Background: an optimization exercise with open tools, aiming at small area and a short achievable clock period. Do not read the settings as production practice. Function was checked by simulation only, so behaviour that the tests miss may differ from the original. Power figures rest on the tool's default switching activity, not on a simulated workload.

$ cat config.mk
export PLATFORM = sky130hd
export DESIGN_NAME = CPU
export DESIGN_NICKNAME = CPU
export VERILOG_FILES = /design/flow/design.v
export SDC_FILE = /design/flow/constraint.sdc
export NUM_CORES = 4
export LEC_CHECK = 0
export CAP_MARGIN = 20
export CORE_MARGIN = 2
export CORE_UTILIZATION = 40
export CTS_BUF_LIST = sky130_fd_sc_hd__clkbuf_2 sky130_fd_sc_hd__clkbuf_4 sky130_fd_sc_hd__clkbuf_8
export SETUP_SLACK_MARGIN = 5
export SLEW_MARGIN = 20
$ cat flow/run.sh
#!/bin/bash
set -euo pipefail
bash standard.sh "BUFFER_PORTS_ARGS=-buffer_cell sky130_fd_sc_hd__buf_2" \
  "CTS_ARGS=-sink_clustering_enable -repair_clock_nets -dont_use_dummy_load -buf_list {sky130_fd_sc_hd__clkbuf_2 sky130_fd_sc_hd__clkbuf_4 sky130_fd_sc_hd__clkbuf_8}" \
  finish > standard_flow.log 2>&1
$ cat standard.sh
#!/bin/bash
# synth_recipe.tcl (not shown) runs the flow's synth.tcl, then flattens the netlist and writes it again
# the make line also repeats each setting of config.mk as NAME=value (left out here)
make -C /OpenROAD-flow-scripts/flow DESIGN_CONFIG=/design/flow/config.mk WORK_HOME=/design/flow/orfs CLKGATE_MAP_FILE= SYNTH_SCRIPT=/design/flow/synth_recipe.tcl "${@:-finish}"
$ cat constraint.sdc
create_clock -name core_clock -period 12.0 [get_ports {clk}]
set_input_delay 2.4000 -clock core_clock [delete_from_list [all_inputs] [get_ports {clk}]]
set_output_delay 2.4000 -clock core_clock [all_outputs]
set_load 0.01 [all_outputs]
$ cat design.v
`timescale 1ns / 1ps
module smul(input wire [7:0] a, input wire [7:0] b, output wire [7:0] y);
  wire pp1 = a[0] & b[0];
  wire pp2 = a[0] & b[1];
  wire pp3 = a[0] & b[2];
  wire pp4 = a[0] & b[3];
  wire pp5 = a[0] & b[4];
  wire pp6 = a[0] & b[5];
  wire pp7 = a[0] & b[6];
  wire pp8 = a[0] & b[7];
  wire pp9 = a[1] & b[0];
  wire pp10 = a[1] & b[1];
  wire pp11 = a[1] & b[2];
  wire pp12 = a[1] & b[3];
  wire pp13 = a[1] & b[4];
  wire pp14 = a[1] & b[5];
  wire pp15 = a[1] & b[6];
  wire pp16 = a[2] & b[0];
  wire pp17 = a[2] & b[1];
  wire pp18 = a[2] & b[2];
  wire pp19 = a[2] & b[3];
  wire pp20 = a[2] & b[4];
  wire pp21 = a[2] & b[5];
  wire pp22 = a[3] & b[0];
  wire pp23 = a[3] & b[1];
  wire pp24 = a[3] & b[2];
  wire pp25 = a[3] & b[3];
  wire pp26 = a[3] & b[4];
  wire pp27 = a[4] & b[0];
  wire pp28 = a[4] & b[1];
  wire pp29 = a[4] & b[2];
  wire pp30 = a[4] & b[3];
  wire pp31 = a[5] & b[0];
  wire pp32 = a[5] & b[1];
  wire pp33 = a[5] & b[2];
  wire pp34 = a[6] & b[0];
  wire pp35 = a[6] & b[1];
  wire pp36 = a[7] & b[0];
  wire h39 = pp3 ^ pp10;
  wire s37 = h39 ^ pp16;
  wire c38 = h39 ? pp16 : pp3;
  wire h42 = pp4 ^ pp11;
  wire s40 = h42 ^ pp17;
  wire c41 = h42 ? pp17 : pp4;
  wire h45 = pp22 ^ c38;
  wire s43 = h45 ^ s40;
  wire c44 = h45 ? s40 : pp22;
  wire h48 = pp5 ^ pp12;
  wire s46 = h48 ^ pp18;
  wire c47 = h48 ? pp18 : pp5;
  wire h51 = pp23 ^ pp27;
  wire s49 = h51 ^ c41;
  wire c50 = h51 ? c41 : pp23;
  wire h54 = s46 ^ c44;
  wire s52 = h54 ^ s49;
  wire c53 = h54 ? s49 : s46;
  wire h57 = pp6 ^ pp13;
  wire s55 = h57 ^ pp19;
  wire c56 = h57 ? pp19 : pp6;
  wire h60 = pp24 ^ pp28;
  wire s58 = h60 ^ pp31;
  wire c59 = h60 ? pp31 : pp24;
  wire h63 = c47 ^ s55;
  wire s61 = h63 ^ s58;
  wire c62 = h63 ? s58 : c47;
  wire h66 = c50 ^ s61;
  wire s64 = h66 ^ c53;
  wire c65 = h66 ? c53 : c50;
  wire h69 = pp7 ^ pp14;
  wire s67 = h69 ^ pp20;
  wire c68 = h69 ? pp20 : pp7;
  wire h72 = pp25 ^ pp29;
  wire s70 = h72 ^ pp32;
  wire c71 = h72 ? pp32 : pp25;
  wire h75 = pp34 ^ c56;
  wire s73 = h75 ^ c59;
  wire c74 = h75 ? c59 : pp34;
  wire h78 = s67 ^ s70;
  wire s76 = h78 ^ c62;
  wire c77 = h78 ? c62 : s67;
  wire h81 = s73 ^ s76;
  wire s79 = h81 ^ c65;
  wire c80 = h81 ? c65 : s73;
  wire x82 = pp8 ^ pp15;
  wire x83 = pp21 ^ pp26;
  wire x84 = pp30 ^ pp33;
  wire x85 = pp35 ^ pp36;
  wire x86 = x82 ^ x83;
  wire x87 = x84 ^ x85;
  wire x88 = c68 ^ c71;
  wire x89 = x86 ^ x87;
  wire x90 = x88 ^ x89;
  wire x91 = c74 ^ x90;
  wire x92 = x91 ^ c77;
  wire x93 = x92 ^ c80;
  wire [7:0] rx = {x93, s79, s64, s52, s43, s37, pp2, pp1};
  wire [7:0] ry = {1'b0, 1'b0, 1'b0, 1'b0, 1'b0, 1'b0, pp9, 1'b0};
  assign y = rx + ry;
endmodule
module vdot_tree(input wire [63:0] a, input wire [63:0] b, output wire [7:0] y);
  wire pp1 = a[0] & b[0];
  wire pp2 = a[0] & b[1];
  wire pp3 = a[0] & b[2];
  wire pp4 = a[0] & b[3];
  wire pp5 = a[0] & b[4];
  wire pp6 = a[0] & b[5];
  wire pp7 = a[0] & b[6];
  wire pp8 = a[0] & b[7];
  wire pp9 = a[1] & b[0];
  wire pp10 = a[1] & b[1];
  wire pp11 = a[1] & b[2];
  wire pp12 = a[1] & b[3];
  wire pp13 = a[1] & b[4];
  wire pp14 = a[1] & b[5];
  wire pp15 = a[1] & b[6];
  wire pp16 = a[2] & b[0];
  wire pp17 = a[2] & b[1];
  wire pp18 = a[2] & b[2];
  wire pp19 = a[2] & b[3];
  wire pp20 = a[2] & b[4];
  wire pp21 = a[2] & b[5];
  wire pp22 = a[3] & b[0];
  wire pp23 = a[3] & b[1];
  wire pp24 = a[3] & b[2];
  wire pp25 = a[3] & b[3];
  wire pp26 = a[3] & b[4];
  wire pp27 = a[4] & b[0];
  wire pp28 = a[4] & b[1];
  wire pp29 = a[4] & b[2];
  wire pp30 = a[4] & b[3];
  wire pp31 = a[5] & b[0];
  wire pp32 = a[5] & b[1];
  wire pp33 = a[5] & b[2];
  wire pp34 = a[6] & b[0];
  wire pp35 = a[6] & b[1];
  wire pp36 = a[7] & b[0];
  wire pp37 = a[8] & b[8];
  wire pp38 = a[8] & b[9];
  wire pp39 = a[8] & b[10];
  wire pp40 = a[8] & b[11];
  wire pp41 = a[8] & b[12];
  wire pp42 = a[8] & b[13];
  wire pp43 = a[8] & b[14];
  wire pp44 = a[8] & b[15];
  wire pp45 = a[9] & b[8];
  wire pp46 = a[9] & b[9];
  wire pp47 = a[9] & b[10];
  wire pp48 = a[9] & b[11];
  wire pp49 = a[9] & b[12];
  wire pp50 = a[9] & b[13];
  wire pp51 = a[9] & b[14];
  wire pp52 = a[10] & b[8];
  wire pp53 = a[10] & b[9];
  wire pp54 = a[10] & b[10];
  wire pp55 = a[10] & b[11];
  wire pp56 = a[10] & b[12];
  wire pp57 = a[10] & b[13];
  wire pp58 = a[11] & b[8];
  wire pp59 = a[11] & b[9];
  wire pp60 = a[11] & b[10];
  wire pp61 = a[11] & b[11];
  wire pp62 = a[11] & b[12];
  wire pp63 = a[12] & b[8];
  wire pp64 = a[12] & b[9];
  wire pp65 = a[12] & b[10];
  wire pp66 = a[12] & b[11];
  wire pp67 = a[13] & b[8];
  wire pp68 = a[13] & b[9];
  wire pp69 = a[13] & b[10];
  wire pp70 = a[14] & b[8];
  wire pp71 = a[14] & b[9];
  wire pp72 = a[15] & b[8];
  wire pp73 = a[16] & b[16];
  wire pp74 = a[16] & b[17];
  wire pp75 = a[16] & b[18];
  wire pp76 = a[16] & b[19];
  wire pp77 = a[16] & b[20];
  wire pp78 = a[16] & b[21];
  wire pp79 = a[16] & b[22];
  wire pp80 = a[16] & b[23];
  wire pp81 = a[17] & b[16];
  wire pp82 = a[17] & b[17];
  wire pp83 = a[17] & b[18];
  wire pp84 = a[17] & b[19];
  wire pp85 = a[17] & b[20];
  wire pp86 = a[17] & b[21];
  wire pp87 = a[17] & b[22];
  wire pp88 = a[18] & b[16];
  wire pp89 = a[18] & b[17];
  wire pp90 = a[18] & b[18];
  wire pp91 = a[18] & b[19];
  wire pp92 = a[18] & b[20];
  wire pp93 = a[18] & b[21];
  wire pp94 = a[19] & b[16];
  wire pp95 = a[19] & b[17];
  wire pp96 = a[19] & b[18];
  wire pp97 = a[19] & b[19];
  wire pp98 = a[19] & b[20];
  wire pp99 = a[20] & b[16];
  wire pp100 = a[20] & b[17];
  wire pp101 = a[20] & b[18];
  wire pp102 = a[20] & b[19];
  wire pp103 = a[21] & b[16];
  wire pp104 = a[21] & b[17];
  wire pp105 = a[21] & b[18];
  wire pp106 = a[22] & b[16];
  wire pp107 = a[22] & b[17];
  wire pp108 = a[23] & b[16];
  wire pp109 = a[24] & b[24];
  wire pp110 = a[24] & b[25];
  wire pp111 = a[24] & b[26];
  wire pp112 = a[24] & b[27];
  wire pp113 = a[24] & b[28];
  wire pp114 = a[24] & b[29];
  wire pp115 = a[24] & b[30];
  wire pp116 = a[24] & b[31];
  wire pp117 = a[25] & b[24];
  wire pp118 = a[25] & b[25];
  wire pp119 = a[25] & b[26];
  wire pp120 = a[25] & b[27];
  wire pp121 = a[25] & b[28];
  wire pp122 = a[25] & b[29];
  wire pp123 = a[25] & b[30];
  wire pp124 = a[26] & b[24];
  wire pp125 = a[26] & b[25];
  wire pp126 = a[26] & b[26];
  wire pp127 = a[26] & b[27];
  wire pp128 = a[26] & b[28];
  wire pp129 = a[26] & b[29];
  wire pp130 = a[27] & b[24];
  wire pp131 = a[27] & b[25];
  wire pp132 = a[27] & b[26];
  wire pp133 = a[27] & b[27];
  wire pp134 = a[27] & b[28];
  wire pp135 = a[28] & b[24];
  wire pp136 = a[28] & b[25];
  wire pp137 = a[28] & b[26];
  wire pp138 = a[28] & b[27];
  wire pp139 = a[29] & b[24];
  wire pp140 = a[29] & b[25];
  wire pp141 = a[29] & b[26];
  wire pp142 = a[30] & b[24];
  wire pp143 = a[30] & b[25];
  wire pp144 = a[31] & b[24];
  wire pp145 = a[32] & b[32];
  wire pp146 = a[32] & b[33];
  wire pp147 = a[32] & b[34];
  wire pp148 = a[32] & b[35];
  wire pp149 = a[32] & b[36];
  wire pp150 = a[32] & b[37];
  wire pp151 = a[32] & b[38];
  wire pp152 = a[32] & b[39];
  wire pp153 = a[33] & b[32];
  wire pp154 = a[33] & b[33];
  wire pp155 = a[33] & b[34];
  wire pp156 = a[33] & b[35];
  wire pp157 = a[33] & b[36];
  wire pp158 = a[33] & b[37];
  wire pp159 = a[33] & b[38];
  wire pp160 = a[34] & b[32];
  wire pp161 = a[34] & b[33];
  wire pp162 = a[34] & b[34];
  wire pp163 = a[34] & b[35];
  wire pp164 = a[34] & b[36];
  wire pp165 = a[34] & b[37];
  wire pp166 = a[35] & b[32];
  wire pp167 = a[35] & b[33];
  wire pp168 = a[35] & b[34];
  wire pp169 = a[35] & b[35];
  wire pp170 = a[35] & b[36];
  wire pp171 = a[36] & b[32];
  wire pp172 = a[36] & b[33];
  wire pp173 = a[36] & b[34];
  wire pp174 = a[36] & b[35];
  wire pp175 = a[37] & b[32];
  wire pp176 = a[37] & b[33];
  wire pp177 = a[37] & b[34];
  wire pp178 = a[38] & b[32];
  wire pp179 = a[38] & b[33];
  wire pp180 = a[39] & b[32];
  wire pp181 = a[40] & b[40];
  wire pp182 = a[40] & b[41];
  wire pp183 = a[40] & b[42];
  wire pp184 = a[40] & b[43];
  wire pp185 = a[40] & b[44];
  wire pp186 = a[40] & b[45];
  wire pp187 = a[40] & b[46];
  wire pp188 = a[40] & b[47];
  wire pp189 = a[41] & b[40];
  wire pp190 = a[41] & b[41];
  wire pp191 = a[41] & b[42];
  wire pp192 = a[41] & b[43];
  wire pp193 = a[41] & b[44];
  wire pp194 = a[41] & b[45];
  wire pp195 = a[41] & b[46];
  wire pp196 = a[42] & b[40];
  wire pp197 = a[42] & b[41];
  wire pp198 = a[42] & b[42];
  wire pp199 = a[42] & b[43];
  wire pp200 = a[42] & b[44];
  wire pp201 = a[42] & b[45];
  wire pp202 = a[43] & b[40];
  wire pp203 = a[43] & b[41];
  wire pp204 = a[43] & b[42];
  wire pp205 = a[43] & b[43];
  wire pp206 = a[43] & b[44];
  wire pp207 = a[44] & b[40];
  wire pp208 = a[44] & b[41];
  wire pp209 = a[44] & b[42];
  wire pp210 = a[44] & b[43];
  wire pp211 = a[45] & b[40];
  wire pp212 = a[45] & b[41];
  wire pp213 = a[45] & b[42];
  wire pp214 = a[46] & b[40];
  wire pp215 = a[46] & b[41];
  wire pp216 = a[47] & b[40];
  wire pp217 = a[48] & b[48];
  wire pp218 = a[48] & b[49];
  wire pp219 = a[48] & b[50];
  wire pp220 = a[48] & b[51];
  wire pp221 = a[48] & b[52];
  wire pp222 = a[48] & b[53];
  wire pp223 = a[48] & b[54];
  wire pp224 = a[48] & b[55];
  wire pp225 = a[49] & b[48];
  wire pp226 = a[49] & b[49];
  wire pp227 = a[49] & b[50];
  wire pp228 = a[49] & b[51];
  wire pp229 = a[49] & b[52];
  wire pp230 = a[49] & b[53];
  wire pp231 = a[49] & b[54];
  wire pp232 = a[50] & b[48];
  wire pp233 = a[50] & b[49];
  wire pp234 = a[50] & b[50];
  wire pp235 = a[50] & b[51];
  wire pp236 = a[50] & b[52];
  wire pp237 = a[50] & b[53];
  wire pp238 = a[51] & b[48];
  wire pp239 = a[51] & b[49];
  wire pp240 = a[51] & b[50];
  wire pp241 = a[51] & b[51];
  wire pp242 = a[51] & b[52];
  wire pp243 = a[52] & b[48];
  wire pp244 = a[52] & b[49];
  wire pp245 = a[52] & b[50];
  wire pp246 = a[52] & b[51];
  wire pp247 = a[53] & b[48];
  wire pp248 = a[53] & b[49];
  wire pp249 = a[53] & b[50];
  wire pp250 = a[54] & b[48];
  wire pp251 = a[54] & b[49];
  wire pp252 = a[55] & b[48];
  wire pp253 = a[56] & b[56];
  wire pp254 = a[56] & b[57];
  wire pp255 = a[56] & b[58];
  wire pp256 = a[56] & b[59];
  wire pp257 = a[56] & b[60];
  wire pp258 = a[56] & b[61];
  wire pp259 = a[56] & b[62];
  wire pp260 = a[56] & b[63];
  wire pp261 = a[57] & b[56];
  wire pp262 = a[57] & b[57];
  wire pp263 = a[57] & b[58];
  wire pp264 = a[57] & b[59];
  wire pp265 = a[57] & b[60];
  wire pp266 = a[57] & b[61];
  wire pp267 = a[57] & b[62];
  wire pp268 = a[58] & b[56];
  wire pp269 = a[58] & b[57];
  wire pp270 = a[58] & b[58];
  wire pp271 = a[58] & b[59];
  wire pp272 = a[58] & b[60];
  wire pp273 = a[58] & b[61];
  wire pp274 = a[59] & b[56];
  wire pp275 = a[59] & b[57];
  wire pp276 = a[59] & b[58];
  wire pp277 = a[59] & b[59];
  wire pp278 = a[59] & b[60];
  wire pp279 = a[60] & b[56];
  wire pp280 = a[60] & b[57];
  wire pp281 = a[60] & b[58];
  wire pp282 = a[60] & b[59];
  wire pp283 = a[61] & b[56];
  wire pp284 = a[61] & b[57];
  wire pp285 = a[61] & b[58];
  wire pp286 = a[62] & b[56];
  wire pp287 = a[62] & b[57];
  wire pp288 = a[63] & b[56];
  wire h291 = pp1 ^ pp37;
  wire s289 = h291 ^ pp73;
  wire c290 = h291 ? pp73 : pp1;
  wire h294 = pp109 ^ pp145;
  wire s292 = h294 ^ pp181;
  wire c293 = h294 ? pp181 : pp109;
  wire h297 = pp217 ^ pp253;
  wire s295 = h297 ^ s289;
  wire c296 = h297 ? s289 : pp217;
  wire h300 = pp2 ^ pp9;
  wire s298 = h300 ^ pp38;
  wire c299 = h300 ? pp38 : pp2;
  wire h303 = pp45 ^ pp74;
  wire s301 = h303 ^ pp81;
  wire c302 = h303 ? pp81 : pp45;
  wire h306 = pp110 ^ pp117;
  wire s304 = h306 ^ pp146;
  wire c305 = h306 ? pp146 : pp110;
  wire h309 = pp153 ^ pp182;
  wire s307 = h309 ^ pp189;
  wire c308 = h309 ? pp189 : pp153;
  wire h312 = pp218 ^ pp225;
  wire s310 = h312 ^ pp254;
  wire c311 = h312 ? pp254 : pp218;
  wire h315 = pp261 ^ c290;
  wire s313 = h315 ^ c293;
  wire c314 = h315 ? c293 : pp261;
  wire h318 = s298 ^ s301;
  wire s316 = h318 ^ s304;
  wire c317 = h318 ? s304 : s298;
  wire h321 = s307 ^ s310;
  wire s319 = h321 ^ c296;
  wire c320 = h321 ? c296 : s307;
  wire h324 = s313 ^ s316;
  wire s322 = h324 ^ s319;
  wire c323 = h324 ? s319 : s313;
  wire h327 = pp3 ^ pp10;
  wire s325 = h327 ^ pp16;
  wire c326 = h327 ? pp16 : pp3;
  wire h330 = pp39 ^ pp46;
  wire s328 = h330 ^ pp52;
  wire c329 = h330 ? pp52 : pp39;
  wire h333 = pp75 ^ pp82;
  wire s331 = h333 ^ pp88;
  wire c332 = h333 ? pp88 : pp75;
  wire h336 = pp111 ^ pp118;
  wire s334 = h336 ^ pp124;
  wire c335 = h336 ? pp124 : pp111;
  wire h339 = pp147 ^ pp154;
  wire s337 = h339 ^ pp160;
  wire c338 = h339 ? pp160 : pp147;
  wire h342 = pp183 ^ pp190;
  wire s340 = h342 ^ pp196;
  wire c341 = h342 ? pp196 : pp183;
  wire h345 = pp219 ^ pp226;
  wire s343 = h345 ^ pp232;
  wire c344 = h345 ? pp232 : pp219;
  wire h348 = pp255 ^ pp262;
  wire s346 = h348 ^ pp268;
  wire c347 = h348 ? pp268 : pp255;
  wire h351 = c299 ^ c302;
  wire s349 = h351 ^ c305;
  wire c350 = h351 ? c305 : c299;
  wire h354 = c308 ^ c311;
  wire s352 = h354 ^ s325;
  wire c353 = h354 ? s325 : c308;
  wire h357 = s328 ^ s331;
  wire s355 = h357 ^ s334;
  wire c356 = h357 ? s334 : s328;
  wire h360 = s337 ^ s340;
  wire s358 = h360 ^ s343;
  wire c359 = h360 ? s343 : s337;
  wire h363 = s346 ^ c314;
  wire s361 = h363 ^ c317;
  wire c362 = h363 ? c317 : s346;
  wire h366 = s349 ^ s352;
  wire s364 = h366 ^ s355;
  wire c365 = h366 ? s355 : s349;
  wire h369 = s358 ^ c320;
  wire s367 = h369 ^ s361;
  wire c368 = h369 ? s361 : s358;
  wire h372 = s364 ^ c323;
  wire s370 = h372 ^ s367;
  wire c371 = h372 ? s367 : s364;
  wire h375 = pp4 ^ pp11;
  wire s373 = h375 ^ pp17;
  wire c374 = h375 ? pp17 : pp4;
  wire h378 = pp22 ^ pp40;
  wire s376 = h378 ^ pp47;
  wire c377 = h378 ? pp47 : pp22;
  wire h381 = pp53 ^ pp58;
  wire s379 = h381 ^ pp76;
  wire c380 = h381 ? pp76 : pp53;
  wire h384 = pp83 ^ pp89;
  wire s382 = h384 ^ pp94;
  wire c383 = h384 ? pp94 : pp83;
  wire h387 = pp112 ^ pp119;
  wire s385 = h387 ^ pp125;
  wire c386 = h387 ? pp125 : pp112;
  wire h390 = pp130 ^ pp148;
  wire s388 = h390 ^ pp155;
  wire c389 = h390 ? pp155 : pp130;
  wire h393 = pp161 ^ pp166;
  wire s391 = h393 ^ pp184;
  wire c392 = h393 ? pp184 : pp161;
  wire h396 = pp191 ^ pp197;
  wire s394 = h396 ^ pp202;
  wire c395 = h396 ? pp202 : pp191;
  wire h399 = pp220 ^ pp227;
  wire s397 = h399 ^ pp233;
  wire c398 = h399 ? pp233 : pp220;
  wire h402 = pp238 ^ pp256;
  wire s400 = h402 ^ pp263;
  wire c401 = h402 ? pp263 : pp238;
  wire h405 = pp269 ^ pp274;
  wire s403 = h405 ^ c326;
  wire c404 = h405 ? c326 : pp269;
  wire h408 = c329 ^ c332;
  wire s406 = h408 ^ c335;
  wire c407 = h408 ? c335 : c329;
  wire h411 = c338 ^ c341;
  wire s409 = h411 ^ c344;
  wire c410 = h411 ? c344 : c338;
  wire h414 = c347 ^ s373;
  wire s412 = h414 ^ s376;
  wire c413 = h414 ? s376 : c347;
  wire h417 = s379 ^ s382;
  wire s415 = h417 ^ s385;
  wire c416 = h417 ? s385 : s379;
  wire h420 = s388 ^ s391;
  wire s418 = h420 ^ s394;
  wire c419 = h420 ? s394 : s388;
  wire h423 = s397 ^ s400;
  wire s421 = h423 ^ c350;
  wire c422 = h423 ? c350 : s397;
  wire h426 = c353 ^ c356;
  wire s424 = h426 ^ c359;
  wire c425 = h426 ? c359 : c353;
  wire h429 = s403 ^ s406;
  wire s427 = h429 ^ s409;
  wire c428 = h429 ? s409 : s403;
  wire h432 = s412 ^ s415;
  wire s430 = h432 ^ s418;
  wire c431 = h432 ? s418 : s412;
  wire h435 = c362 ^ s421;
  wire s433 = h435 ^ c365;
  wire c434 = h435 ? c365 : c362;
  wire h438 = s424 ^ s427;
  wire s436 = h438 ^ s430;
  wire c437 = h438 ? s430 : s424;
  wire h441 = c368 ^ s433;
  wire s439 = h441 ^ s436;
  wire c440 = h441 ? s436 : c368;
  wire h444 = pp5 ^ pp12;
  wire s442 = h444 ^ pp18;
  wire c443 = h444 ? pp18 : pp5;
  wire h447 = pp23 ^ pp27;
  wire s445 = h447 ^ pp41;
  wire c446 = h447 ? pp41 : pp23;
  wire h450 = pp48 ^ pp54;
  wire s448 = h450 ^ pp59;
  wire c449 = h450 ? pp59 : pp48;
  wire h453 = pp63 ^ pp77;
  wire s451 = h453 ^ pp84;
  wire c452 = h453 ? pp84 : pp63;
  wire h456 = pp90 ^ pp95;
  wire s454 = h456 ^ pp99;
  wire c455 = h456 ? pp99 : pp90;
  wire h459 = pp113 ^ pp120;
  wire s457 = h459 ^ pp126;
  wire c458 = h459 ? pp126 : pp113;
  wire h462 = pp131 ^ pp135;
  wire s460 = h462 ^ pp149;
  wire c461 = h462 ? pp149 : pp131;
  wire h465 = pp156 ^ pp162;
  wire s463 = h465 ^ pp167;
  wire c464 = h465 ? pp167 : pp156;
  wire h468 = pp171 ^ pp185;
  wire s466 = h468 ^ pp192;
  wire c467 = h468 ? pp192 : pp171;
  wire h471 = pp198 ^ pp203;
  wire s469 = h471 ^ pp207;
  wire c470 = h471 ? pp207 : pp198;
  wire h474 = pp221 ^ pp228;
  wire s472 = h474 ^ pp234;
  wire c473 = h474 ? pp234 : pp221;
  wire h477 = pp239 ^ pp243;
  wire s475 = h477 ^ pp257;
  wire c476 = h477 ? pp257 : pp239;
  wire h480 = pp264 ^ pp270;
  wire s478 = h480 ^ pp275;
  wire c479 = h480 ? pp275 : pp264;
  wire h483 = pp279 ^ c374;
  wire s481 = h483 ^ c377;
  wire c482 = h483 ? c377 : pp279;
  wire h486 = c380 ^ c383;
  wire s484 = h486 ^ c386;
  wire c485 = h486 ? c386 : c380;
  wire h489 = c389 ^ c392;
  wire s487 = h489 ^ c395;
  wire c488 = h489 ? c395 : c389;
  wire h492 = c398 ^ c401;
  wire s490 = h492 ^ s442;
  wire c491 = h492 ? s442 : c398;
  wire h495 = s445 ^ s448;
  wire s493 = h495 ^ s451;
  wire c494 = h495 ? s451 : s445;
  wire h498 = s454 ^ s457;
  wire s496 = h498 ^ s460;
  wire c497 = h498 ? s460 : s454;
  wire h501 = s463 ^ s466;
  wire s499 = h501 ^ s469;
  wire c500 = h501 ? s469 : s463;
  wire h504 = s472 ^ s475;
  wire s502 = h504 ^ s478;
  wire c503 = h504 ? s478 : s472;
  wire h507 = c404 ^ c407;
  wire s505 = h507 ^ c410;
  wire c506 = h507 ? c410 : c404;
  wire h510 = c413 ^ c416;
  wire s508 = h510 ^ c419;
  wire c509 = h510 ? c419 : c413;
  wire h513 = s481 ^ s484;
  wire s511 = h513 ^ s487;
  wire c512 = h513 ? s487 : s481;
  wire h516 = s490 ^ s493;
  wire s514 = h516 ^ s496;
  wire c515 = h516 ? s496 : s490;
  wire h519 = s499 ^ s502;
  wire s517 = h519 ^ c422;
  wire c518 = h519 ? c422 : s499;
  wire h522 = c425 ^ c428;
  wire s520 = h522 ^ s505;
  wire c521 = h522 ? s505 : c425;
  wire h525 = c431 ^ s508;
  wire s523 = h525 ^ s511;
  wire c524 = h525 ? s511 : c431;
  wire h528 = s514 ^ s517;
  wire s526 = h528 ^ c434;
  wire c527 = h528 ? c434 : s514;
  wire h531 = s520 ^ c437;
  wire s529 = h531 ^ s523;
  wire c530 = h531 ? s523 : s520;
  wire h534 = s526 ^ s529;
  wire s532 = h534 ^ c440;
  wire c533 = h534 ? c440 : s526;
  wire h537 = pp6 ^ pp13;
  wire s535 = h537 ^ pp19;
  wire c536 = h537 ? pp19 : pp6;
  wire h540 = pp24 ^ pp28;
  wire s538 = h540 ^ pp31;
  wire c539 = h540 ? pp31 : pp24;
  wire h543 = pp42 ^ pp49;
  wire s541 = h543 ^ pp55;
  wire c542 = h543 ? pp55 : pp42;
  wire h546 = pp60 ^ pp64;
  wire s544 = h546 ^ pp67;
  wire c545 = h546 ? pp67 : pp60;
  wire h549 = pp78 ^ pp85;
  wire s547 = h549 ^ pp91;
  wire c548 = h549 ? pp91 : pp78;
  wire h552 = pp96 ^ pp100;
  wire s550 = h552 ^ pp103;
  wire c551 = h552 ? pp103 : pp96;
  wire h555 = pp114 ^ pp121;
  wire s553 = h555 ^ pp127;
  wire c554 = h555 ? pp127 : pp114;
  wire h558 = pp132 ^ pp136;
  wire s556 = h558 ^ pp139;
  wire c557 = h558 ? pp139 : pp132;
  wire h561 = pp150 ^ pp157;
  wire s559 = h561 ^ pp163;
  wire c560 = h561 ? pp163 : pp150;
  wire h564 = pp168 ^ pp172;
  wire s562 = h564 ^ pp175;
  wire c563 = h564 ? pp175 : pp168;
  wire h567 = pp186 ^ pp193;
  wire s565 = h567 ^ pp199;
  wire c566 = h567 ? pp199 : pp186;
  wire h570 = pp204 ^ pp208;
  wire s568 = h570 ^ pp211;
  wire c569 = h570 ? pp211 : pp204;
  wire h573 = pp222 ^ pp229;
  wire s571 = h573 ^ pp235;
  wire c572 = h573 ? pp235 : pp222;
  wire h576 = pp240 ^ pp244;
  wire s574 = h576 ^ pp247;
  wire c575 = h576 ? pp247 : pp240;
  wire h579 = pp258 ^ pp265;
  wire s577 = h579 ^ pp271;
  wire c578 = h579 ? pp271 : pp258;
  wire h582 = pp276 ^ pp280;
  wire s580 = h582 ^ pp283;
  wire c581 = h582 ? pp283 : pp276;
  wire h585 = c443 ^ c446;
  wire s583 = h585 ^ c449;
  wire c584 = h585 ? c449 : c443;
  wire h588 = c452 ^ c455;
  wire s586 = h588 ^ c458;
  wire c587 = h588 ? c458 : c452;
  wire h591 = c461 ^ c464;
  wire s589 = h591 ^ c467;
  wire c590 = h591 ? c467 : c461;
  wire h594 = c470 ^ c473;
  wire s592 = h594 ^ c476;
  wire c593 = h594 ? c476 : c470;
  wire h597 = c479 ^ s535;
  wire s595 = h597 ^ s538;
  wire c596 = h597 ? s538 : c479;
  wire h600 = s541 ^ s544;
  wire s598 = h600 ^ s547;
  wire c599 = h600 ? s547 : s541;
  wire h603 = s550 ^ s553;
  wire s601 = h603 ^ s556;
  wire c602 = h603 ? s556 : s550;
  wire h606 = s559 ^ s562;
  wire s604 = h606 ^ s565;
  wire c605 = h606 ? s565 : s559;
  wire h609 = s568 ^ s571;
  wire s607 = h609 ^ s574;
  wire c608 = h609 ? s574 : s568;
  wire h612 = s577 ^ s580;
  wire s610 = h612 ^ c482;
  wire c611 = h612 ? c482 : s577;
  wire h615 = c485 ^ c488;
  wire s613 = h615 ^ c491;
  wire c614 = h615 ? c491 : c485;
  wire h618 = c494 ^ c497;
  wire s616 = h618 ^ c500;
  wire c617 = h618 ? c500 : c494;
  wire h621 = c503 ^ s583;
  wire s619 = h621 ^ s586;
  wire c620 = h621 ? s586 : c503;
  wire h624 = s589 ^ s592;
  wire s622 = h624 ^ s595;
  wire c623 = h624 ? s595 : s589;
  wire h627 = s598 ^ s601;
  wire s625 = h627 ^ s604;
  wire c626 = h627 ? s604 : s598;
  wire h630 = s607 ^ c506;
  wire s628 = h630 ^ c509;
  wire c629 = h630 ? c509 : s607;
  wire h633 = c512 ^ s610;
  wire s631 = h633 ^ c515;
  wire c632 = h633 ? c515 : c512;
  wire h636 = s613 ^ s616;
  wire s634 = h636 ^ s619;
  wire c635 = h636 ? s619 : s613;
  wire h639 = s622 ^ s625;
  wire s637 = h639 ^ c518;
  wire c638 = h639 ? c518 : s622;
  wire h642 = c521 ^ c524;
  wire s640 = h642 ^ s628;
  wire c641 = h642 ? s628 : c521;
  wire h645 = s631 ^ s634;
  wire s643 = h645 ^ s637;
  wire c644 = h645 ? s637 : s631;
  wire h648 = c527 ^ s640;
  wire s646 = h648 ^ c530;
  wire c647 = h648 ? c530 : c527;
  wire h651 = s643 ^ s646;
  wire s649 = h651 ^ c533;
  wire c650 = h651 ? c533 : s643;
  wire h654 = pp7 ^ pp14;
  wire s652 = h654 ^ pp20;
  wire c653 = h654 ? pp20 : pp7;
  wire h657 = pp25 ^ pp29;
  wire s655 = h657 ^ pp32;
  wire c656 = h657 ? pp32 : pp25;
  wire h660 = pp34 ^ pp43;
  wire s658 = h660 ^ pp50;
  wire c659 = h660 ? pp50 : pp34;
  wire h663 = pp56 ^ pp61;
  wire s661 = h663 ^ pp65;
  wire c662 = h663 ? pp65 : pp56;
  wire h666 = pp68 ^ pp70;
  wire s664 = h666 ^ pp79;
  wire c665 = h666 ? pp79 : pp68;
  wire h669 = pp86 ^ pp92;
  wire s667 = h669 ^ pp97;
  wire c668 = h669 ? pp97 : pp86;
  wire h672 = pp101 ^ pp104;
  wire s670 = h672 ^ pp106;
  wire c671 = h672 ? pp106 : pp101;
  wire h675 = pp115 ^ pp122;
  wire s673 = h675 ^ pp128;
  wire c674 = h675 ? pp128 : pp115;
  wire h678 = pp133 ^ pp137;
  wire s676 = h678 ^ pp140;
  wire c677 = h678 ? pp140 : pp133;
  wire h681 = pp142 ^ pp151;
  wire s679 = h681 ^ pp158;
  wire c680 = h681 ? pp158 : pp142;
  wire h684 = pp164 ^ pp169;
  wire s682 = h684 ^ pp173;
  wire c683 = h684 ? pp173 : pp164;
  wire h687 = pp176 ^ pp178;
  wire s685 = h687 ^ pp187;
  wire c686 = h687 ? pp187 : pp176;
  wire h690 = pp194 ^ pp200;
  wire s688 = h690 ^ pp205;
  wire c689 = h690 ? pp205 : pp194;
  wire h693 = pp209 ^ pp212;
  wire s691 = h693 ^ pp214;
  wire c692 = h693 ? pp214 : pp209;
  wire h696 = pp223 ^ pp230;
  wire s694 = h696 ^ pp236;
  wire c695 = h696 ? pp236 : pp223;
  wire h699 = pp241 ^ pp245;
  wire s697 = h699 ^ pp248;
  wire c698 = h699 ? pp248 : pp241;
  wire h702 = pp250 ^ pp259;
  wire s700 = h702 ^ pp266;
  wire c701 = h702 ? pp266 : pp250;
  wire h705 = pp272 ^ pp277;
  wire s703 = h705 ^ pp281;
  wire c704 = h705 ? pp281 : pp272;
  wire h708 = pp284 ^ pp286;
  wire s706 = h708 ^ c536;
  wire c707 = h708 ? c536 : pp284;
  wire h711 = c539 ^ c542;
  wire s709 = h711 ^ c545;
  wire c710 = h711 ? c545 : c539;
  wire h714 = c548 ^ c551;
  wire s712 = h714 ^ c554;
  wire c713 = h714 ? c554 : c548;
  wire h717 = c557 ^ c560;
  wire s715 = h717 ^ c563;
  wire c716 = h717 ? c563 : c557;
  wire h720 = c566 ^ c569;
  wire s718 = h720 ^ c572;
  wire c719 = h720 ? c572 : c566;
  wire h723 = c575 ^ c578;
  wire s721 = h723 ^ c581;
  wire c722 = h723 ? c581 : c575;
  wire h726 = s652 ^ s655;
  wire s724 = h726 ^ s658;
  wire c725 = h726 ? s658 : s652;
  wire h729 = s661 ^ s664;
  wire s727 = h729 ^ s667;
  wire c728 = h729 ? s667 : s661;
  wire h732 = s670 ^ s673;
  wire s730 = h732 ^ s676;
  wire c731 = h732 ? s676 : s670;
  wire h735 = s679 ^ s682;
  wire s733 = h735 ^ s685;
  wire c734 = h735 ? s685 : s679;
  wire h738 = s688 ^ s691;
  wire s736 = h738 ^ s694;
  wire c737 = h738 ? s694 : s688;
  wire h741 = s697 ^ s700;
  wire s739 = h741 ^ s703;
  wire c740 = h741 ? s703 : s697;
  wire h744 = c584 ^ c587;
  wire s742 = h744 ^ c590;
  wire c743 = h744 ? c590 : c584;
  wire h747 = c593 ^ c596;
  wire s745 = h747 ^ c599;
  wire c746 = h747 ? c599 : c593;
  wire h750 = c602 ^ c605;
  wire s748 = h750 ^ c608;
  wire c749 = h750 ? c608 : c602;
  wire h753 = s706 ^ s709;
  wire s751 = h753 ^ s712;
  wire c752 = h753 ? s712 : s706;
  wire h756 = s715 ^ s718;
  wire s754 = h756 ^ s721;
  wire c755 = h756 ? s721 : s715;
  wire h759 = s724 ^ s727;
  wire s757 = h759 ^ s730;
  wire c758 = h759 ? s730 : s724;
  wire h762 = s733 ^ s736;
  wire s760 = h762 ^ s739;
  wire c761 = h762 ? s739 : s733;
  wire h765 = c611 ^ c614;
  wire s763 = h765 ^ c617;
  wire c764 = h765 ? c617 : c611;
  wire h768 = c620 ^ s742;
  wire s766 = h768 ^ c623;
  wire c767 = h768 ? c623 : c620;
  wire h771 = c626 ^ s745;
  wire s769 = h771 ^ s748;
  wire c770 = h771 ? s748 : c626;
  wire h774 = s751 ^ s754;
  wire s772 = h774 ^ s757;
  wire c773 = h774 ? s757 : s751;
  wire h777 = s760 ^ c629;
  wire s775 = h777 ^ c632;
  wire c776 = h777 ? c632 : s760;
  wire h780 = c635 ^ s763;
  wire s778 = h780 ^ s766;
  wire c779 = h780 ? s766 : c635;
  wire h783 = s769 ^ s772;
  wire s781 = h783 ^ c638;
  wire c782 = h783 ? c638 : s769;
  wire h786 = c641 ^ s775;
  wire s784 = h786 ^ s778;
  wire c785 = h786 ? s778 : c641;
  wire h789 = c644 ^ s781;
  wire s787 = h789 ^ c647;
  wire c788 = h789 ? c647 : c644;
  wire h792 = s784 ^ s787;
  wire s790 = h792 ^ c650;
  wire c791 = h792 ? c650 : s784;
  wire x793 = pp8 ^ pp15;
  wire x794 = pp21 ^ pp26;
  wire x795 = pp30 ^ pp33;
  wire x796 = pp35 ^ pp36;
  wire x797 = pp44 ^ pp51;
  wire x798 = pp57 ^ pp62;
  wire x799 = pp66 ^ pp69;
  wire x800 = pp71 ^ pp72;
  wire x801 = pp80 ^ pp87;
  wire x802 = pp93 ^ pp98;
  wire x803 = pp102 ^ pp105;
  wire x804 = pp107 ^ pp108;
  wire x805 = pp116 ^ pp123;
  wire x806 = pp129 ^ pp134;
  wire x807 = pp138 ^ pp141;
  wire x808 = pp143 ^ pp144;
  wire x809 = pp152 ^ pp159;
  wire x810 = pp165 ^ pp170;
  wire x811 = pp174 ^ pp177;
  wire x812 = pp179 ^ pp180;
  wire x813 = pp188 ^ pp195;
  wire x814 = pp201 ^ pp206;
  wire x815 = pp210 ^ pp213;
  wire x816 = pp215 ^ pp216;
  wire x817 = pp224 ^ pp231;
  wire x818 = pp237 ^ pp242;
  wire x819 = pp246 ^ pp249;
  wire x820 = pp251 ^ pp252;
  wire x821 = pp260 ^ pp267;
  wire x822 = pp273 ^ pp278;
  wire x823 = pp282 ^ pp285;
  wire x824 = pp287 ^ pp288;
  wire x825 = x793 ^ x794;
  wire x826 = x795 ^ x796;
  wire x827 = x797 ^ x798;
  wire x828 = x799 ^ x800;
  wire x829 = x801 ^ x802;
  wire x830 = x803 ^ x804;
  wire x831 = x805 ^ x806;
  wire x832 = x807 ^ x808;
  wire x833 = x809 ^ x810;
  wire x834 = x811 ^ x812;
  wire x835 = x813 ^ x814;
  wire x836 = x815 ^ x816;
  wire x837 = x817 ^ x818;
  wire x838 = x819 ^ x820;
  wire x839 = x821 ^ x822;
  wire x840 = x823 ^ x824;
  wire x841 = c653 ^ c656;
  wire x842 = c659 ^ c662;
  wire x843 = c665 ^ c668;
  wire x844 = c671 ^ c674;
  wire x845 = c677 ^ c680;
  wire x846 = c683 ^ c686;
  wire x847 = c689 ^ c692;
  wire x848 = c695 ^ c698;
  wire x849 = c701 ^ c704;
  wire x850 = x825 ^ x826;
  wire x851 = x827 ^ x828;
  wire x852 = x829 ^ x830;
  wire x853 = x831 ^ x832;
  wire x854 = x833 ^ x834;
  wire x855 = x835 ^ x836;
  wire x856 = x837 ^ x838;
  wire x857 = x839 ^ x840;
  wire x858 = x841 ^ x842;
  wire x859 = x843 ^ x844;
  wire x860 = x845 ^ x846;
  wire x861 = x847 ^ x848;
  wire x862 = x849 ^ x850;
  wire x863 = x851 ^ x852;
  wire x864 = x853 ^ x854;
  wire x865 = x855 ^ x856;
  wire x866 = x857 ^ c707;
  wire x867 = c710 ^ c713;
  wire x868 = c716 ^ c719;
  wire x869 = c722 ^ c725;
  wire x870 = c728 ^ c731;
  wire x871 = c734 ^ c737;
  wire x872 = c740 ^ x858;
  wire x873 = x859 ^ x860;
  wire x874 = x861 ^ x862;
  wire x875 = x863 ^ x864;
  wire x876 = x865 ^ x866;
  wire x877 = x867 ^ x868;
  wire x878 = x869 ^ x870;
  wire x879 = x871 ^ x872;
  wire x880 = x873 ^ x874;
  wire x881 = x875 ^ c743;
  wire x882 = c746 ^ c749;
  wire x883 = c752 ^ c755;
  wire x884 = x876 ^ x877;
  wire x885 = c758 ^ c761;
  wire x886 = x878 ^ x879;
  wire x887 = x880 ^ x881;
  wire x888 = x882 ^ x883;
  wire x889 = x884 ^ x885;
  wire x890 = x886 ^ c764;
  wire x891 = x887 ^ c767;
  wire x892 = c770 ^ x888;
  wire x893 = c773 ^ x889;
  wire x894 = x890 ^ x891;
  wire x895 = x892 ^ x893;
  wire x896 = c776 ^ x894;
  wire x897 = c779 ^ x895;
  wire x898 = x896 ^ x897;
  wire x899 = c782 ^ c785;
  wire x900 = x898 ^ x899;
  wire x901 = c788 ^ x900;
  wire x902 = x901 ^ c791;
  wire [7:0] rx = {x902, s790, s649, s532, c371, s370, s322, s292};
  wire [7:0] ry = {1'b0, 1'b0, 1'b0, 1'b0, s439, 1'b0, 1'b0, s295};
  assign y = rx + ry;
endmodule
`timescale 1ns / 1ps
module CPU( input clk,
	input rst,
	input wire [31:0] inst,
	input wire [63:0]	main_memory_input_data_path,
	output reg[63:0] main_memory_output_data_path,
	output wire[31:0] pc_inst_addr,
	output wire		Vector_Write_Access,
	output wire		Memory_Write_Access,
	output wire		Load_Vector_Flag,
	output wire 		Load_Word_Flag,
	output wire[11:0]	Main_Memory_Address
	);
	wire [5:0] op  = inst[31:26];
	wire [4:0] rd  = inst[25:21];
	wire [4:0] rs1 = inst[20:16];
	wire [4:0] rs2 = inst[15:11];
	wire [7:0] imm = inst[15:8];
	wire [63:0] mem = main_memory_input_data_path;
	wire op_add  = op == 6'b000000;
	wire op_sub  = op == 6'b000001;
	wire op_mul  = op == 6'b000010;
	wire op_and  = op == 6'b000100;
	wire op_or   = op == 6'b000101;
	wire op_xor  = op == 6'b000110;
	wire op_sll  = op == 6'b001000;
	wire op_srl  = op == 6'b001001;
	wire op_slt  = op == 6'b001010;
	wire op_seq  = op == 6'b001011;
	wire op_addi = op == 6'b001101;
	wire op_andi = op == 6'b001110;
	wire op_xori = op == 6'b001111;
	wire op_slti = op == 6'b101000;
	wire op_vadd = op == 6'b010000;
	wire op_vsub = op == 6'b010001;
	wire op_vdot = op == 6'b010010;
	wire op_lw   = op == 6'b100101;
	wire op_lv   = op == 6'b101101;
	wire op_sw   = op == 6'b100110;
	wire op_sv   = op == 6'b101110;
	wire op_rar  = op == 6'b101111;
	wire op_raw  = op == 6'b101100;
	wire op_beq  = op == 6'b100011;
	wire op_bgt  = op == 6'b011111;
	wire op_jmp  = op == 6'b110000;
	assign Load_Word_Flag      = op_lw | op_rar;
	assign Load_Vector_Flag    = op_lv | op_rar;
	assign Memory_Write_Access = op_sw | op_raw;
	assign Vector_Write_Access = op_sv | op_raw;
	assign Main_Memory_Address = inst[11:0];
	wire imm_sel = op_addi | op_andi | op_xori | op_slti | op_beq | op_bgt;
	wire s_we = op_add | op_sub | op_mul | op_and | op_or | op_xor | op_sll | op_srl |
	            op_slt | op_seq | op_addi | op_andi | op_xori | op_slti | op_lw;
	wire v_we = op_vadd | op_vsub | op_vdot | op_lv;
	reg [7:0]  R [0:30];
	reg [63:0] V [0:2];
	reg [31:0] T;
	reg [31:0] PC;
	assign pc_inst_addr = PC;
	reg [7:0] A, B;
	integer i;
	always @(*) begin
		A = 8'd0;
		B = 8'd0;
		for (i = 0; i < 31; i = i + 1) begin
			A = A | (R[i] & {8{rs1 == i}});
			B = B | (R[i] & {8{rs2 == i}});
		end
	end
	wire nva = op_sw | op_raw;
	wire [63:0] VA = (V[0] & {64{rs1 == 5'd0 && !nva}}) |
	                 (V[1] & {64{rs1 == 5'd1 && !nva}}) |
	                 (V[2] & {64{rs1 == 5'd2 && !nva}});
	wire [63:0] VB = (V[0] & {64{rs2 == 5'd0}}) |
	                 (V[1] & {64{rs2 == 5'd1}}) |
	                 (V[2] & {64{rs2 == 5'd2}});
	always @(*) begin
		main_memory_output_data_path = VA;
		main_memory_output_data_path[7:0] = VA[7:0] | (A & {8{op_sw}}) | (PC[7:0] & {8{op_raw}});
		main_memory_output_data_path[31:8] = VA[31:8] | (PC[31:8] & {24{op_raw}});
	end
	wire [7:0] B2 = imm_sel ? imm : B;
	wire do_sub = !(op_add | op_addi);
	wire [7:0] b2x = B2 ^ {8{do_sub}};
	reg [8:0] dc;
	reg [7:0] diff;
	integer d;
	always @(*) begin
		dc[0] = do_sub;
		for (d = 0; d < 8; d = d + 1) begin
			diff[d] = A[d] ^ b2x[d] ^ dc[d];
			dc[d+1] = (A[d] ^ b2x[d]) ? dc[d] : A[d];
		end
	end
	wire lt = !dc[8];                 
	wire eq = (A == B2);
	wire [7:0] prod;
	smul u_mul(.a(A), .b(B), .y(prod));
	wire [7:0] shl = (B[7:3] != 5'd0) ? 8'd0 : (A << B[2:0]);
	wire [7:0] shr = (B[7:3] != 5'd0) ? 8'd0 : (A >> B[2:0]);
	reg [7:0] alu;
	always @(*) begin
		alu = 8'd0;
		if (op_add | op_addi | op_sub) alu = diff;
		if (op_mul)                    alu = prod;
		if (op_and | op_andi)          alu = A & B2;
		if (op_or)                     alu = A | B2;
		if (op_xor | op_xori)          alu = A ^ B2;
		if (op_sll)                    alu = shl;
		if (op_srl)                    alu = shr;
		if (op_slt | op_slti)          alu = {7'd0, lt};
		if (op_seq)                    alu = {7'd0, eq};
	end
	wire [7:0] s_wdata = op_lw ? mem[7:0] : alu;
	reg [63:0] vaddsub;
	wire [7:0] dot;
	vdot_tree u_dot(.a(VA), .b(VB), .y(dot));
	integer k, m;
	reg [8:0] cy;
	reg [7:0] bb;
	always @(*) begin
		for (k = 0; k < 8; k = k + 1) begin
			bb = VB[8*k +: 8] ^ {8{op_vsub}};
			cy[0] = op_vsub;
			for (m = 0; m < 8; m = m + 1) begin
				vaddsub[8*k+m] = VA[8*k+m] ^ bb[m] ^ cy[m];
				cy[m+1] = (VA[8*k+m] ^ bb[m]) ? cy[m] : VA[8*k+m];
			end
		end
	end
	wire [63:0] v_wdata = op_lv ? mem : (op_vdot ? {56'd0, dot} : vaddsub);
	wire taken = (op_beq & !eq) | (op_bgt & !lt & !eq);
	always @(posedge clk) begin
		if (rst) PC <= 32'd0;
		else if (op_jmp) PC <= {6'd0, inst[25:0]};
		else if (taken) PC <= T;
		else PC <= PC + 32'd4;
	end
	always @(posedge clk)
		if (op_rar) T <= mem[31:0];
	integer j;
	always @(posedge clk) begin
		for (j = 0; j < 31; j = j + 1)
			if (s_we && rd == j) R[j] <= s_wdata;
		for (j = 0; j < 3; j = j + 1)
			if (v_we && rd == j) V[j] <= v_wdata;
	end
endmodule
==> results_dict.tcl, run 1 <==
set metrics [dict create \
    finalMaxSlewViolations 0 \
    reg2reg_slack_ns 6.70 \
    vias_per_cell 6.50 \
    worstSkewPairLatency_ns 0.75 \
    vias 36300 \
    synth-main-ff-cell "edfxtp_1" \
    period_needed_ns 7.20 \
    totalWireLength_mm 180 \
    path_buf_inv 5 \
    grt_max_degree 71 \
    hold_viol 0 \
    placed_cells 5137 \
    finClkSkew_ns 0.0949 \
    min_from "T[20]$_DFFE_PP_" \
    rr_worst_depth 20 \
    hp-class "reg -> reg" \
    start_kind "input port" \
    synth_nets 3965 \
    worst_setup_path_end_kind "primary output" \
    ys_top_cells_by_area "edfxtp_1 (37%), xnor2_1 (12%), nand2_1 (5.6%)" \
    tightest_slew_ns 1.21 \
    gp_congestion 1.03 \
    cts_buffer_depth 3 \
    hold_buffers 0 \
    max_slew_margin_pct 19.1 \
    synth_warnings 3 \
    syn_avg_cell_area_um2 9.86 \
    synth_common_cells "nand2_1 (563), xnor2_1 (524), edfxtp_1 (472)" \
    max_freq_mhz 139 \
    final_cells 5590 \
    area_growth_pct 25.3 \
    drt_iter0_drc 5366 \
    powerDensity_mw_per_mm2 91.5 \
    ys_types 102 \
    slowest_stage "or3_4" \
    rsz0062_at_grt "yes" \
    port_buffers 209 \
    synth_edf_count 472 \
    async_reset_ff_share_pct 0 \
    ant_nets 0 \
    cpLargestDelayFamily "simple AND/OR/NAND/NOR gates" \
    antenna_found_initial 5 \
    multi_input_area_mm2 0.0235 \
    crit_chain "buf_8 > or3_4 > buf_6 > nor2_4 > buf_12 > a2111oi_4 > nand4_1 > or3_4 > buf_12 > a221o_1 > buf_2" \
    power_w 0.00435 \
    cts.clk_slew.worst_paths_ns 0.06 \
    holdPathStages 2 \
    yosysSeqAreaShare_pct 39.1 \
    fp.dieW_um 312 \
    postSynthCellCount 3845 \
    synth_area_mm2 0.0379 \
    r2r_start "R[14][3]$_DFFE_PP_" \
    drv_cap 0 \
    post-route-period-util_pct 60.0 \
    dr.pass1.iters 8 \
    power_leakage_nw 17.6 \
    grtUsageTotal_pct 34.4 \
    dieArea_mm2 0.0973 \
    required_ns 9.60 \
    place_hpwl_mm 113 \
    rows 112 \
    synth_top_area_share_pct 37.4 \
    core_mm2 0.0936 \
    synth.largest_area_cell "edfxtp_1" \
    setup_violations 0 \
    io_pins 210 \
    cp_max_fo 29 \
    grt_pass1_vias 33900 \
    path_class "in -> out" \
    htreeDepth 3 \
    cts_tree "done" \
    cp_num_cells 11 \
    drive_above_1_share_pct 29.0 \
    status "complete, no violations" \
    drc_errors 0 \
    wl_per_cell_um 32.2 \
    nFillCells 8513 \
    synth_most_common_cell "nand2_1" \
    crit_path_max_incr_delay_ns 0.44 \
    initial_core_util_pct 40.5 \
    clock-sinks 504 \
    grt_pass1_wl_mm 244 \
    ys_ff_latch 504 \
    cts_root_buf "clkbuf_8" \
    vdd_ir_drop_max_uv 73.1 \
    fp.dieH_um 312 \
    overflow 0 \
    min_to "PC[20]$_SDFF_PP0_" \
    reg2reg_to "PC[31]$_SDFF_PP0_" \
    nets 4454 \
    numCtsBuffers 88 \
    regArea_mm2 0.0148 \
    worstPathArrival_ns 4.80 \
    setup_tns_ns 0 \
]
[kinds of logic (layout without fill, tap and decap cells)]
logic type                 Yosys count  count (layout)  share of synthesized area, %
AOI/OAI and AO/OA                  682             685                          13.7
adders and majority gates          236             236                          6.43
xor gates and xnor gates           670             670                          17.3
buffers and inverters              361             836                          4.45
DFF                                504             504                          39.1
and+or+nand+nor                   1322            1331                          17.0
muxes                               70              70                          2.01
other                                0               4                             0
[layer usage]
metal / vias to the layer above / GRT usage [%] / wire (um)
met2: 2862 / 54.1 / 79800
met4: 4 / 21.6 / 14800
met5: - / 0 / 49
li1: 15100 / - / -
met1: 17500 / 42.4 / 64500
met3: 878 / 8.22 / 20800
[state kept, by name (all words and copies together) (netlist names)]
signal and flops:
PC 32, R 248, T 32, V 192
[worst reg2reg max path, stage by stage (launching register included)]
cell	delay [ns]
edfxtp_1	0.44
mux2_1	0.34
a22oi_2	0.19
a21oi_1	0.11
nor4_1	0.29
o211ai_1	0.16
buf_4	0.20
a21o_4	0.26
inv_2	0.08
xnor2_1	0.07
o221a_1	0.28
a2111oi_4	0.34
nor3_2	0.11
maj3_2	0.34
maj3_2	0.34
maj3_2	0.33
maj3_2	0.41
o21ai_4	0.24
buf_4	0.24
nor2_1	0.07
a2111oi_2	0.32
[worst max-delay path by stage]
stage,from,end,slack [ns]
6_report,inst[19],main_memory_output_data_path[1],4.80
5_1_grt,inst[13],V[1][7]$_DFFE_PP_,4.78
4_1_cts,inst[16],main_memory_output_data_path[4],4.75
3_5_place_dp,inst[17],R[5][7]$_DFFE_PP_,2.69
3_3_place_gp,inst[16],R[5][7]$_DFFE_PP_,2.79
2_1_floorplan,inst[13],V[0][7]$_DFFE_PP_,4.99
[cell type report]
cell class | instances | area share, %
inverter | 91 | 0.727
clock buffer | 88 | 2.55
timing repair buffer | 657 | 12.8
multi-input combinational | 2992 | 49.5
sequential | 504 | 31.2
tap | 1254 | 3.30
antenna | 4 | 0.0211
[what timing repair did]
| action | CTS | global route |
|---|---|---|
| endpoints found under the setup margin | 348 | 153 |
| setup buffers | 165 | 152 |
| resized for setup | 345 | 243 |
| cloned | 25 | 18 |
| pin swaps | 103 | 112 |
[metrics by stage]
stage / worst slack [ns] / hold slack [ns] / util, % / cell area, um2
after floorplan: 4.99 / 0.526 / - / 38100
after global placement: 2.79 / 0.540 / 43.0 / 40200
after detailed placement: 2.69 / 0.548 / 43.0 / 40200
after CTS: 4.75 / 0.562 / 47.7 / 44700
after global routing: 4.78 / 0.595 / 50.7 / 47500
final: 4.80 / 0.569 / 50.7 / 47500
[layout by cell type, fill, tap and decap left out, drive strengths merged, types with 24 or more instances in the layout]
master   count
a2111oi     35
a21oi       72
a221o       87
a221oi      24
a22oi       61
a32oi       30
and3       205
buf        630
clkbuf     107
dfxtp       32
edfxtp     472
inv         90
maj3       214
mux2        29
mux2i       39
nand2      569
nand3      116
nand3b      24
nand4       58
nor2       167
nor2b       26
nor3        48
o211ai      29
o21ai      136
o31a        37
xnor2      528
xnor3       30
xor2        95
[power breakdown]
group | switching, W | internal, W | total (W) | leakage, nW
clock network | 0.000694 | 0.000643 | 0.00134 | 0.633
registers | 0.00000948 | 0.00195 | 0.00196 | 4.61
logic | 0.000630 | 0.000423 | 0.00105 | 12.3
==> run 2, diff against run 1 <==
==> flow/run.sh (replaced) <==
#!/bin/bash
set -euo pipefail
bash standard.sh "BUFFER_PORTS_ARGS=-buffer_cell sky130_fd_sc_hd__buf_2" \
  "CTS_ARGS=-sink_clustering_enable -repair_clock_nets -dont_use_dummy_load -buf_list {sky130_fd_sc_hd__clkbuf_2 sky130_fd_sc_hd__clkbuf_4 sky130_fd_sc_hd__clkbuf_8}" \
  SETUP_SLACK_MARGIN=6 finish > standard_flow.log 2>&1
==> config.mk (replaced) <==
export PLATFORM = sky130hd
export DESIGN_NAME = CPU
export DESIGN_NICKNAME = CPU
export VERILOG_FILES = /design/flow/design.v
export SDC_FILE = /design/flow/constraint.sdc
export NUM_CORES = 4
export LEC_CHECK = 0
export ABC_AREA = 1
export CAP_MARGIN = 20
export CORE_MARGIN = 2
export CORE_UTILIZATION = 40
export SETUP_SLACK_MARGIN = 5
export SLEW_MARGIN = 20
==> run 2 against run 1 <==
Net effect:
- combinational power is 13% higher
- hold slack worse by 0.11 ns
- via count is 30% higher
- synthesized area is 7.4% higher
- sequential power hardly changed
- register-to-register slack better by 0.63 ns
- die area is 7.4% higher
- maximum frequency is 4.2% higher
- wire length is 20% higher
- power is 3.8% higher
- synthesized cell count is 53% higher
- critical path depth is 3 higher
- highest routed layer unchanged
==> results_dict.tcl, run 2 <==
set metrics [dict create \
    rr_worst_depth 25 \
    drive_above_1_share_pct 33.7 \
    postSynthCellCount 5886 \
    cts_buffer_depth 3 \
    synth_top_area_share_pct 34.8 \
    dieArea_mm2 0.104 \
    port_buffers 209 \
    rows 117 \
    numCtsBuffers 90 \
    post-route-period-util_pct 57.6 \
    fp.dieH_um 323 \
    tightest_slew_ns 1.13 \
    synth_top_family_by_area "simple AND/OR/NAND/NOR gates" \
    synthMuxAreaShare_pct 0.0768 \
    period_needed_ns 6.91 \
    vdd_ir_drop_max_uv 73.3 \
    place_hpwl_mm 143 \
    async_reset_ff_share_pct 0 \
    reg_top3 "R (248), V (192)" \
    drt_iter0_drc 5783 \
    setup_violations 0 \
    slowest_stage "nor3_4" \
    hold_viol 0 \
    nets 6834 \
    path_common_cell "nand3_4" \
    synthAdderAreaFrac_pct 0.676 \
    dr.pass1.iters 6 \
    io_pins 210 \
    powerDensity_mw_per_mm2 78.1 \
    ys_top_cells_by_area "edfxtp_1 (35%), nand2_1 (22%), inv_1 (5.8%)" \
    reg2reg_to "R[15][4]$_DFFE_PP_" \
    yosys.area_share.simple_pct 37.0 \
    synth_warnings 3 \
    core_mm2 0.101 \
    grtUsageTotal_pct 39.1 \
    synth.largest_area_cell "edfxtp_1" \
    start_kind "input port" \
    ant_nets 0 \
    htreeDepth 3 \
    totalWireLength_mm 217 \
    worst_setup_path_end_kind "primary output" \
    largest-register "R" \
    finalMaxSlewViolations 0 \
    placed_cell_area_mm2 0.0435 \
    min_from "T[17]$_DFFE_PP_" \
    yosysSeqAreaShare_pct 36.4 \
    synth_edf_count 472 \
    path_class "in -> out" \
    synth_area_mm2 0.0407 \
    max_slew_margin_pct 24.8 \
    overflow 0 \
    r2r_start "R[0][4]$_DFFE_PP_" \
    grt_max_degree 65 \
    initial_core_util_pct 40.2 \
    required_ns 9.60 \
    cts_root_buf "clkbuf_8" \
    crit_path_max_incr_delay_ns 0.27 \
    synth_nets 6006 \
    power_leakage_nw 26.2 \
    synth_xor_area_share_pct 6.13 \
    cts_tree "done" \
    finClkSkew_ns 0.110 \
    power_switching_w 0.00146 \
    combPwrFrac_pct 26.4 \
    max_freq_mhz 145 \
    worstSkewPairLatency_ns 0.76 \
    final_common_cell "nand2_1" \
    vias 47300 \
    hold_buffers 0 \
    ys_types 71 \
    hp-class "reg -> reg" \
    worstPathArrival_ns 4.51 \
    syn_avg_cell_area_um2 6.92 \
    crit_chain "buf_12 > clkinv_8 > nor2_4 > buf_6 > nand3_4 > clkinvlp_4 > a22o_1 > a221oi_4 > nand2_2 > nor3_4 > nand3_4 > inv_2 > o221ai_2 > buf_2" \
    ys_ff_latch 504 \
    synth-main-ff-cell "edfxtp_1" \
    setup_tns_ns 0 \
    synth_most_common_cell "nand2_1" \
    final_area_mm2 0.0578 \
    fp.dieW_um 323 \
    synth_compound_area_share_pct 11.0 \
    antenna_found_initial 8 \
    cp_max_fo 5 \
    synth_common_cells "nand2_1 (2,439), inv_1 (627), edfxtp_1 (472)" \
    drc_errors 0 \
    rsz0062_at_grt "yes" \
    grt_pass1_wl_mm 292 \
    mostFrequentLayoutCells "nand2_1 (2,017), inv_1 (536), edfxtp_1 (472), buf_4 (386), nand2_2 (339)" \
    area_growth_pct 41.8 \
    vias_per_cell 5.85 \
    reg2reg_slack_ns 7.33 \
    cts.clk_slew.worst_paths_ns 0.06 \
    p_clk_share_pct 30.1 \
    clock-sinks 504 \
    min_to "PC[17]$_SDFF_PP0_" \
    holdPathStages 2 \
    largest_register_ff_count 248 \
    wl_per_cell_um 26.8 \
    drv_cap 0 \
    grt_pass1_vias 42300 \
    swShare_pct 32.3 \
    gp_congestion 1.06 \
    p_int_w 0.00305 \
    status "complete, no violations" \
    seq_power_share_pct 43.5 \
]
-- run 2: stage by stage --
| stage | instances | total power [W] | hold WS (ns) | utilization (%) | worst slack, ns |
|---|---|---|---|---|---|
| 3_3_place_gp | 7379 | 0.00272 | 0.454 | 42.8 | 3.31 |
| 5_1_grt | 8080 | 0.00463 | 0.496 | 56.9 | 5.07 |
| 4_1_cts | 7919 | 0.00433 | 0.463 | 52.7 | 5.19 |
| 6_report | 8085 | 0.00451 | 0.463 | 56.9 | 5.09 |
| 3_5_place_dp | 7379 | 0.00272 | 0.467 | 42.9 | 3.16 |
| 2_1_floorplan | 5886 | 0.00247 | 0.444 | - | 5.60 |
-- run 2: critical path: cells and delay by family --
family,cells,cell delay [ns]
buf+inv,6,0.77
simple gates,5,0.75
compound gates,3,0.56
-- run 2: logic make-up after synthesis --
logic type	Yosys count
AND/OR/NAND/NOR	3524
XOR/XNOR	275
buffers and inverters	845
adder cells (fa/ha/maj)	22
flip-flops	504
multiplexers	3
AO/OA/AOI/OAI	713
-- run 2: power by group through the flow --
| stage | Sequential (W) | Clock [W] | Combinational, W |
|---|---|---|---|
| 6_report | 0.00196 | 0.00136 | 0.00119 |
| 3_3_place_gp | 0.00200 | 0 | 0.000718 |
| 2_1_floorplan | 0.00200 | 0 | 0.000468 |
| 4_1_cts | 0.00196 | 0.00136 | 0.00101 |
| 3_5_place_dp | 0.00200 | 0 | 0.000718 |
| 5_1_grt | 0.00196 | 0.00143 | 0.00124 |
-- run 2: layout make-up --
type                       instances  area (um2)
fill                            9290       43700
multi-input combinational       4562       28700
sequential                       504       14800
timing repair buffer             844        8350
inverter                         708        2930
tap                             1368        1710
clock buffer                      90        1240
timing repair inverter             4        45.0
antenna                            5        12.5
-- run 2: timing repair --
item	CTS	global route
hold endpoints to repair	0	0
cloned	42	12
endpoints found under the setup margin	460	415
resized for setup	1016	744
setup buffers	408	148
pin swaps	214	284
-- run 2: worst max path at each step --
stage                                      endpoint  startpoint  slack, ns  cells after the start
finish              main_memory_output_data_path[5]    inst[17]       5.09                     14
global route                      V[2][7]$_DFFE_PP_    inst[18]       5.07                     34
CTS                 main_memory_output_data_path[4]    inst[19]       5.19                     14
detailed placement                PC[20]$_SDFF_PP0_    inst[20]       3.16                     33
global placement                  PC[20]$_SDFF_PP0_    inst[20]       3.31                     32
floorplan           main_memory_output_data_path[3]    inst[20]       5.60                     12
-- run 2: routing by layer --
layer  wire length, um  global-route usage (%)  up-vias  part of all wire, %
met2             91300                    59.2     3066                   42
met1             81900                    50.4    22400                   38
met4             17400                    24.6        8                  8.0
met3             26000                    8.82      847                   12
li1                  -                       -    21000                    -
met5                59                       0        -                0.027

==> port drivers added, routing unchanged <==
The flow's constraints put no driver on any port. The routed layouts listed below were extracted and timed again, unchanged, in two steps. Step 1: set_driving_cell puts a clkbuf_16 on clk and a buf_2 on each other input, an assumption about the parent block. Step 2 times the ports against the registers' clock, not the clock port: input delays grow and output delays shrink by t, the midpoint of the rising clock arrivals with the driver on. Slacks: ideal ports / drivers / drivers and shift; pairs: ideal ports / drivers.
run	t (ns)	setup WS [ns]	clock arrival spread, ns
run 1	0.773	4.802 / 4.628 / 4.022	0.098 / 0.099
run 2	0.775	5.090 / 5.028 / 4.543	0.110 / 0.110
After both steps every run listed still meets setup and hold. The setup slack of run 1, which loses most, moves by -0.174 ns with the drivers and by -0.780 ns with both steps.
